This design comes from an exercise in tuning for small area and a short achievable clock period on the open sky130 flow, not from production work. Power is estimated from default activity; no workload was simulated.

==> nickel: inputs <==
// alu16_top
module alu16_top (
    input clk,
    input [5:0] alufn,
    input [15:0] a,
    input [15:0] b,
    output reg [15:0] y
  );
==> flow/config.mk <==
export PLATFORM = sky130hd
export DESIGN_NAME = alu16_top
export DESIGN_NICKNAME = alu16_top
export VERILOG_FILES = /design/flow/design.v
export SDC_FILE = /design/flow/constraint.sdc
export NUM_CORES = 4
export LEC_CHECK = 0
export CAP_MARGIN = 20
export CORE_MARGIN = 2
export CORE_UTILIZATION = 55
export SETUP_SLACK_MARGIN = 2.5
export SLEW_MARGIN = 20
==> flow/constraint.sdc <==
create_clock -name core_clock -period 6.5 [get_ports {clk}]
set_input_delay 1.3000 -clock core_clock [delete_from_list [all_inputs] [get_ports {clk}]]
set_output_delay 1.3000 -clock core_clock [all_outputs]
set_load 0.01 [all_outputs]
run.sh (not shown) runs the stock make flow with config.mk's settings and CLKGATE_MAP_FILE= SYNTH_SCRIPT=/design/flow/synth_recipe.tcl, a recipe that flattens the netlist after the stock synthesis.
==> pepper: changes against nickel <==
--- a/flow/config.mk
+++ b/flow/config.mk
@@ -9,4 +9,4 @@
 export CORE_MARGIN = 2
 export CORE_UTILIZATION = 55
-export SETUP_SLACK_MARGIN = 2.5
+export SETUP_SLACK_MARGIN = 3.2
 export SLEW_MARGIN = 20
==> notes <==
nickel passed the timing, design-rule and antenna checks. pepper finished with timing, DRC and antenna clean. Of nickel and pepper, nickel has the higher fmax (gap about 1.6%, measured against pepper). Clock power is about the same in pepper and nickel. Against nickel, the global-route usage of pepper is higher by 0.45 points. Of pepper and nickel, pepper has the higher via count (gap 2.9%, measured against nickel). In sequential cell count, pepper and nickel do not differ. Setup slack: pepper is lower than nickel (0.076 ns). In synthesized cell count, nickel and pepper do not differ. Sequential share of layout area: pepper is lower than nickel (0.27 points). In nickel the non-clock buffer count is lower than in pepper, by 12. Clock skew: nickel is lower than pepper (0.0027 ns).
No functional check of the RTL was part of any run of this note.


==> exp/lagoon: inputs <==
==> flow/design.v <==
module adder16_7 (
    input [15:0] x,
    input [15:0] y,
    output [15:0] sum
  );
  assign sum = x + y;
endmodule
module boolean16_9 (
    input [5:0] alufn,
    input [15:0] a,
    input [15:0] b,
    output [15:0] out
  );
  wire f_and = alufn[3:0] == 4'h8;
  wire f_or  = alufn[3:0] == 4'he;
  wire f_xor = alufn[3:0] == 4'h6;
  wire f_a   = alufn[3:0] == 4'ha;
  assign out = ({16{f_and}} & (a & b)) | ({16{f_or}} & (a | b)) |
               ({16{f_xor}} & (a ^ b)) | ({16{f_a}} & a);
endmodule
module compare16_10 (
    input eqsel,
    input ltf,
    input ltd,
    input [15:0] d,
    output out
  );
  assign out = (eqsel & ~|d) | ltf | (ltd & d[15]);
endmodule
module shifter16_8 (
    input [4:0] s,
    output [15:0] fill
  );
  genvar i;
  generate for (i = 0; i < 16; i = i + 1) begin : g_fill
    assign fill[i] = s > i;
  end endgenerate
endmodule
module alu_3 (
    input  [5:0]  alufn,
    input  [15:0] a,
    input  [15:0] b,
    output [15:0] r0,
    output [15:0] r1
  );
  wire [1:0] grp = alufn[5:4];
  wire arith = grp == 2'b00;
  wire mul   = arith & (alufn[1:0] == 2'b10);
  wire addl  = (arith & ~alufn[1]) | (grp == 2'b11);  
  wire subl  = (arith & alufn[0]) | (grp == 2'b11);  
  wire shen  = (grp == 2'b10) & ~(alufn[1] & ~alufn[0]);
  wire rsh   = (grp == 2'b10) & alufn[0];       
  wire sra   = rsh & alufn[1];
  wire cmpl  = grp == 2'b11;
  wire [15:0] arev;
  genvar gi;
  generate for (gi = 0; gi < 16; gi = gi + 1) begin : g_rev
    assign arev[gi] = a[15 - gi];
  end endgenerate
  wire [15:0] m = rsh ? arev : a;
  wire [15:0] boolr;
  boolean16_9 bu (.alufn(alufn), .a(a), .b(b), .out(boolr));
  wire [15:0] fillm;
  shifter16_8 sh (.s(b[4:0]), .fill(fillm));
  wire [15:0] yv = subl ? ~b :
                   ((arith & ~alufn[1]) ? b :
                   ((grp == 2'b01) ? boolr :
                   ((sra & a[15]) ? fillm : 16'h0000)));
  wire [16:0] bx = {b, 1'b0};
  wire [7:0] bone, btwo, bneg, one, two, neg;
  generate for (gi = 0; gi < 8; gi = gi + 1) begin : g_booth
    assign bone[gi] = bx[2*gi+1] ^ bx[2*gi];
    assign btwo[gi] = (bx[2*gi+2] & ~bx[2*gi+1] & ~bx[2*gi]) |
                      (~bx[2*gi+2] & bx[2*gi+1] & bx[2*gi]);
    assign bneg[gi] = bx[2*gi+2];
    wire hit = shen & ~b[4] & (b[3:1] == gi);
    assign one[gi] = (mul & bone[gi]) | (hit & ~b[0]) | ((gi == 0) & addl);
    assign two[gi] = (mul & btwo[gi]) | (hit & b[0]);
    assign neg[gi] = mul & bneg[gi];
  end endgenerate
  wire [16:0] mx = {m, 1'b0};
  wire [15:0] pp0;
  generate for (gi = 0; gi < 16; gi = gi + 1) begin : g_pp0
    assign pp0[gi] = ((one[0] & mx[gi + 1]) | (two[0] & mx[gi])) ^ neg[0];
  end endgenerate
  wire [13:0] pp1;
  generate for (gi = 0; gi < 14; gi = gi + 1) begin : g_pp1
    assign pp1[gi] = ((one[1] & mx[gi + 1]) | (two[1] & mx[gi]) | yv[gi + 2]) ^ neg[1];
  end endgenerate
  wire [11:0] pp2;
  generate for (gi = 0; gi < 12; gi = gi + 1) begin : g_pp2
    assign pp2[gi] = ((one[2] & mx[gi + 1]) | (two[2] & mx[gi])) ^ neg[2];
  end endgenerate
  wire [9:0] pp3;
  generate for (gi = 0; gi < 10; gi = gi + 1) begin : g_pp3
    assign pp3[gi] = ((one[3] & mx[gi + 1]) | (two[3] & mx[gi])) ^ neg[3];
  end endgenerate
  wire [7:0] pp4;
  generate for (gi = 0; gi < 8; gi = gi + 1) begin : g_pp4
    assign pp4[gi] = ((one[4] & mx[gi + 1]) | (two[4] & mx[gi])) ^ neg[4];
  end endgenerate
  wire [5:0] pp5;
  generate for (gi = 0; gi < 6; gi = gi + 1) begin : g_pp5
    assign pp5[gi] = ((one[5] & mx[gi + 1]) | (two[5] & mx[gi])) ^ neg[5];
  end endgenerate
  wire [3:0] pp6;
  generate for (gi = 0; gi < 4; gi = gi + 1) begin : g_pp6
    assign pp6[gi] = ((one[6] & mx[gi + 1]) | (two[6] & mx[gi])) ^ neg[6];
  end endgenerate
  wire [1:0] pp7;
  generate for (gi = 0; gi < 2; gi = gi + 1) begin : g_pp7
    assign pp7[gi] = ((one[7] & mx[gi + 1]) | (two[7] & mx[gi])) ^ neg[7];
  end endgenerate
  wire e0 = neg[0] | yv[0];
  wire cin = subl;
  wire fs0 = pp0[0] ^ e0 ^ cin;
  wire fc0 = (pp0[0] & e0) | (pp0[0] & cin) | (e0 & cin);
  wire hs1 = pp0[10] ^ pp1[8];
  wire hc1 = pp0[10] & pp1[8];
  wire hs2 = pp0[11] ^ pp1[9];
  wire hc2 = pp0[11] & pp1[9];
  wire fs3 = pp0[12] ^ pp1[10] ^ pp2[8];
  wire fc3 = (pp0[12] & pp1[10]) | (pp0[12] & pp2[8]) | (pp1[10] & pp2[8]);
  wire hs4 = pp3[6] ^ pp4[4];
  wire hc4 = pp3[6] & pp4[4];
  wire fs5 = pp0[13] ^ pp1[11] ^ pp2[9];
  wire fc5 = (pp0[13] & pp1[11]) | (pp0[13] & pp2[9]) | (pp1[11] & pp2[9]);
  wire hs6 = pp3[7] ^ pp4[5];
  wire hc6 = pp3[7] & pp4[5];
  wire fs7 = pp0[14] ^ pp1[12] ^ pp2[10];
  wire fc7 = (pp0[14] & pp1[12]) | (pp0[14] & pp2[10]) | (pp1[12] & pp2[10]);
  wire fs8 = pp3[8] ^ pp4[6] ^ pp5[4];
  wire fc8 = (pp3[8] & pp4[6]) | (pp3[8] & pp5[4]) | (pp4[6] & pp5[4]);
  wire hs9 = pp6[2] ^ pp7[0];
  wire hc9 = pp6[2] & pp7[0];
  wire fs10 = pp0[15] ^ pp1[13] ^ pp2[11];
  wire fs11 = pp3[9] ^ pp4[7] ^ pp5[5];
  wire hs12 = pp6[3] ^ pp7[1];
  wire hs13 = pp0[6] ^ pp1[4];
  wire hc13 = pp0[6] & pp1[4];
  wire hs14 = pp0[7] ^ pp1[5];
  wire hc14 = pp0[7] & pp1[5];
  wire fs15 = pp0[8] ^ pp1[6] ^ pp2[4];
  wire fc15 = (pp0[8] & pp1[6]) | (pp0[8] & pp2[4]) | (pp1[6] & pp2[4]);
  wire hs16 = pp3[2] ^ pp4[0];
  wire hc16 = pp3[2] & pp4[0];
  wire fs17 = pp0[9] ^ pp1[7] ^ pp2[5];
  wire fc17 = (pp0[9] & pp1[7]) | (pp0[9] & pp2[5]) | (pp1[7] & pp2[5]);
  wire hs18 = pp3[3] ^ pp4[1];
  wire hc18 = pp3[3] & pp4[1];
  wire fs19 = pp2[6] ^ pp3[4] ^ pp4[2];
  wire fc19 = (pp2[6] & pp3[4]) | (pp2[6] & pp4[2]) | (pp3[4] & pp4[2]);
  wire fs20 = pp5[0] ^ neg[5] ^ hs1;
  wire fc20 = (pp5[0] & neg[5]) | (pp5[0] & hs1) | (neg[5] & hs1);
  wire fs21 = pp2[7] ^ pp3[5] ^ pp4[3];
  wire fc21 = (pp2[7] & pp3[5]) | (pp2[7] & pp4[3]) | (pp3[5] & pp4[3]);
  wire fs22 = pp5[1] ^ hc1 ^ hs2;
  wire fc22 = (pp5[1] & hc1) | (pp5[1] & hs2) | (hc1 & hs2);
  wire fs23 = pp5[2] ^ pp6[0] ^ neg[6];
  wire fc23 = (pp5[2] & pp6[0]) | (pp5[2] & neg[6]) | (pp6[0] & neg[6]);
  wire fs24 = hc2 ^ fs3 ^ hs4;
  wire fc24 = (hc2 & fs3) | (hc2 & hs4) | (fs3 & hs4);
  wire fs25 = pp5[3] ^ pp6[1] ^ fc3;
  wire fc25 = (pp5[3] & pp6[1]) | (pp5[3] & fc3) | (pp6[1] & fc3);
  wire fs26 = hc4 ^ fs5 ^ hs6;
  wire fc26 = (hc4 & fs5) | (hc4 & hs6) | (fs5 & hs6);
  wire fs27 = neg[7] ^ fc5 ^ hc6;
  wire fc27 = (neg[7] & fc5) | (neg[7] & hc6) | (fc5 & hc6);
  wire fs28 = fs7 ^ fs8 ^ hs9;
  wire fc28 = (fs7 & fs8) | (fs7 & hs9) | (fs8 & hs9);
  wire fs29 = fc7 ^ fc8 ^ hc9;
  wire fs30 = fs10 ^ fs11 ^ hs12;
  wire hs31 = pp0[4] ^ pp1[2];
  wire hc31 = pp0[4] & pp1[2];
  wire hs32 = pp0[5] ^ pp1[3];
  wire hc32 = pp0[5] & pp1[3];
  wire fs33 = pp2[2] ^ pp3[0] ^ neg[3];
  wire fc33 = (pp2[2] & pp3[0]) | (pp2[2] & neg[3]) | (pp3[0] & neg[3]);
  wire fs34 = pp2[3] ^ pp3[1] ^ hc13;
  wire fc34 = (pp2[3] & pp3[1]) | (pp2[3] & hc13) | (pp3[1] & hc13);
  wire fs35 = neg[4] ^ hc14 ^ fs15;
  wire fc35 = (neg[4] & hc14) | (neg[4] & fs15) | (hc14 & fs15);
  wire fs36 = fc15 ^ hc16 ^ fs17;
  wire fc36 = (fc15 & hc16) | (fc15 & fs17) | (hc16 & fs17);
  wire fs37 = fc17 ^ hc18 ^ fs19;
  wire fc37 = (fc17 & hc18) | (fc17 & fs19) | (hc18 & fs19);
  wire fs38 = fc19 ^ fc20 ^ fs21;
  wire fc38 = (fc19 & fc20) | (fc19 & fs21) | (fc20 & fs21);
  wire fs39 = fc21 ^ fc22 ^ fs23;
  wire fc39 = (fc21 & fc22) | (fc21 & fs23) | (fc22 & fs23);
  wire fs40 = fc23 ^ fc24 ^ fs25;
  wire fc40 = (fc23 & fc24) | (fc23 & fs25) | (fc24 & fs25);
  wire fs41 = fc25 ^ fc26 ^ fs27;
  wire fc41 = (fc25 & fc26) | (fc25 & fs27) | (fc26 & fs27);
  wire fs42 = fc27 ^ fc28 ^ fs29;
  wire hs43 = pp0[1] ^ yv[1];
  wire hc43 = pp0[1] & yv[1];
  wire fs44 = pp0[2] ^ pp1[0] ^ neg[1];
  wire fc44 = (pp0[2] & pp1[0]) | (pp0[2] & neg[1]) | (pp1[0] & neg[1]);
  wire hs45 = pp0[3] ^ pp1[1];
  wire hc45 = pp0[3] & pp1[1];
  wire fs46 = pp2[0] ^ neg[2] ^ hs31;
  wire fc46 = (pp2[0] & neg[2]) | (pp2[0] & hs31) | (neg[2] & hs31);
  wire fs47 = pp2[1] ^ hc31 ^ hs32;
  wire fc47 = (pp2[1] & hc31) | (pp2[1] & hs32) | (hc31 & hs32);
  wire fs48 = hs13 ^ hc32 ^ fs33;
  wire fc48 = (hs13 & hc32) | (hs13 & fs33) | (hc32 & fs33);
  wire fs49 = hs14 ^ fc33 ^ fs34;
  wire fc49 = (hs14 & fc33) | (hs14 & fs34) | (fc33 & fs34);
  wire fs50 = hs16 ^ fc34 ^ fs35;
  wire fc50 = (hs16 & fc34) | (hs16 & fs35) | (fc34 & fs35);
  wire fs51 = hs18 ^ fc35 ^ fs36;
  wire fc51 = (hs18 & fc35) | (hs18 & fs36) | (fc35 & fs36);
  wire fs52 = fs20 ^ fc36 ^ fs37;
  wire fc52 = (fs20 & fc36) | (fs20 & fs37) | (fc36 & fs37);
  wire fs53 = fs22 ^ fc37 ^ fs38;
  wire fc53 = (fs22 & fc37) | (fs22 & fs38) | (fc37 & fs38);
  wire fs54 = fs24 ^ fc38 ^ fs39;
  wire fc54 = (fs24 & fc38) | (fs24 & fs39) | (fc38 & fs39);
  wire fs55 = fs26 ^ fc39 ^ fs40;
  wire fc55 = (fs26 & fc39) | (fs26 & fs40) | (fc39 & fs40);
  wire fs56 = fs28 ^ fc40 ^ fs41;
  wire fc56 = (fs28 & fc40) | (fs28 & fs41) | (fc40 & fs41);
  wire fs57 = fs30 ^ fc41 ^ fs42;
  assign r0 = {fc56, fc55, fc54, fc53, fc52, fc51, fc50, fc49, fc48, fc47, fc46, hc45, fc44, hc43, fc0, fs0};
  assign r1 = {fs57, fs56, fs55, fs54, fs53, fs52, fs51, fs50, fs49, fs48, fs47, fs46, hs45, fs44, hs43, 1'b0};
endmodule
module alu16_top (
    input clk,
    input [5:0] alufn,
    input [15:0] a,
    input [15:0] b,
    output reg [15:0] y
  );
  wire [15:0] r0, r1;
  alu_3 alu (.alufn(alufn), .a(a), .b(b), .r0(r0), .r1(r1));
  wire [1:0] grp = alufn[5:4];
  reg [15:0] r0_q;
  reg [15:1] r1_q;   
  reg sel_sum_q, sel_rev_q, eqsel_q, ltf_q, ltd_q;
  always @(posedge clk) begin
    r0_q <= r0;
    r1_q <= r1[15:1];
    sel_sum_q <= ~grp[1] | (~grp[0] & ~alufn[0]);
    sel_rev_q <= (grp == 2'b10) & alufn[0];
    eqsel_q <= (grp == 2'b11) & alufn[1];
    ltf_q <= (grp == 2'b11) & alufn[2] & a[15] & ~b[15];
    ltd_q <= (grp == 2'b11) & alufn[2] & ~(a[15] ^ b[15]);
  end
  wire [15:0] sum;
  adder16_7 add (.x(r0_q), .y({r1_q, 1'b0}), .sum(sum));
  wire cmp;
  compare16_10 comp (.eqsel(eqsel_q), .ltf(ltf_q), .ltd(ltd_q), .d(sum), .out(cmp));
  wire [15:0] rv = r0_q | {r1_q, 1'b0};
  wire [15:0] rrev;
  genvar i;
  generate for (i = 0; i < 16; i = i + 1) begin : g_rev
    assign rrev[i] = rv[15 - i];
  end endgenerate
  wire [15:0] res = ({16{sel_sum_q}} & sum) | ({16{sel_rev_q}} & rrev) |
                    {15'd0, cmp};
  always @(posedge clk) begin
    y <= res;
  end
endmodule
==> flow/run.sh <==
#!/bin/bash
# synth_recipe.tcl (not shown) runs the flow's synth.tcl, then flattens the netlist and writes it again
# the make line also repeats each setting of config.mk as NAME=value (left out here)
make -C /OpenROAD-flow-scripts/flow DESIGN_CONFIG=/design/flow/config.mk WORK_HOME=/design/flow/orfs CLKGATE_MAP_FILE= SYNTH_SCRIPT=/design/flow/synth_recipe.tcl finish
==> flow/config.mk <==
export PLATFORM = sky130hd
export DESIGN_NAME = alu16_top
export DESIGN_NICKNAME = alu16_top
export VERILOG_FILES = /design/flow/design.v
export SDC_FILE = /design/flow/constraint.sdc
export NUM_CORES = 4
export LEC_CHECK = 0
export ABC_CLOCK_PERIOD_IN_PS = 3500
export CAP_MARGIN = 20
export CORE_MARGIN = 2
export CORE_UTILIZATION = 70
export SLEW_MARGIN = 20
==> flow/constraint.sdc <==
create_clock -name core_clock -period 6.5 [get_ports {clk}]
set_input_delay 1.3000 -clock core_clock [delete_from_list [all_inputs] [get_ports {clk}]]
set_output_delay 1.3000 -clock core_clock [all_outputs]
set_load 0.01 [all_outputs]
==> inputs of exp/yarrow, as changes to exp/lagoon <==
ABC_CLOCK_PERIOD_IN_PS = not set   (was 3500)
CORE_UTILIZATION = 40   (was 70)
==> comparison table <==
metric	exp/lagoon	exp/yarrow
Result of the run	finished clean	finished clean
Share of cells above drive strength 1	0.0735	0.0815
Combinational-cell power consumption	0.852 mW	0.805 mW
Initial Util	0.717	0.406
Detailed-routing iteration count for the pre-antenna-repair pass	9	5
Final setup slack of the worst path	210 ps	523 ps
Vert. Die Dim	104 um	136 um
Clock network fraction of design power	0.122	0.174
Multi-input gate share of total cell area	0.677	0.656
Share of the core filled with cells	0.809	0.472
Overall die width	104 um	136 um
Met3 WL post-DR	2.78 mm	1.25 mm
Number of cell rows	36	48
Achievable frequency	159 MHz	167 MHz
Synth-to-Final Area Change	12.8%	16.3%
Final Critical Period	6290 ps	5980 ps
Area of the core	9680 sq um	17100 sq um
Hold_sp	sel_rev_q	ltd_q
No functional check of the RTL was part of any run of this note.

## afterwards: timing with drivers on the ports
In the flow no input, the clock included, has a driving cell. The finished layouts below were timed again as built, in two steps.
Step 1 assumes that a clkbuf_16 drives the clock port and a buf_2 every other input.
Step 2, shift: input delay + t, output delay - t, t = (earliest + latest rising clock arrival at the registers) / 2. This alone moves slack from input paths to output paths.
a / b / c = ideal ports / drivers / drivers and shift; a / b = the first two.
| run | shift t [ns] | slack for setup (ns) | clock arrival spread, ns |
|---|---|---|---|
| nickel | 0.326 | 1.672 / 1.682 / 1.357 | 0.006 / 0.007 |
| pepper | 0.324 | 1.596 / 1.537 / 1.213 | 0.011 / 0.010 |
| exp/lagoon | 0.333 | 0.210 / 0.211 / -0.122 | 0.009 / 0.008 |
| exp/yarrow | 0.321 | 0.523 / 0.531 / 0.211 | 0.006 / 0.007 |
With both steps, setup timing fails in exp/lagoon, where it was met with ideal ports. The setup slack of pepper, which loses most, moves by -0.059 ns with the drivers and by -0.383 ns with both steps.
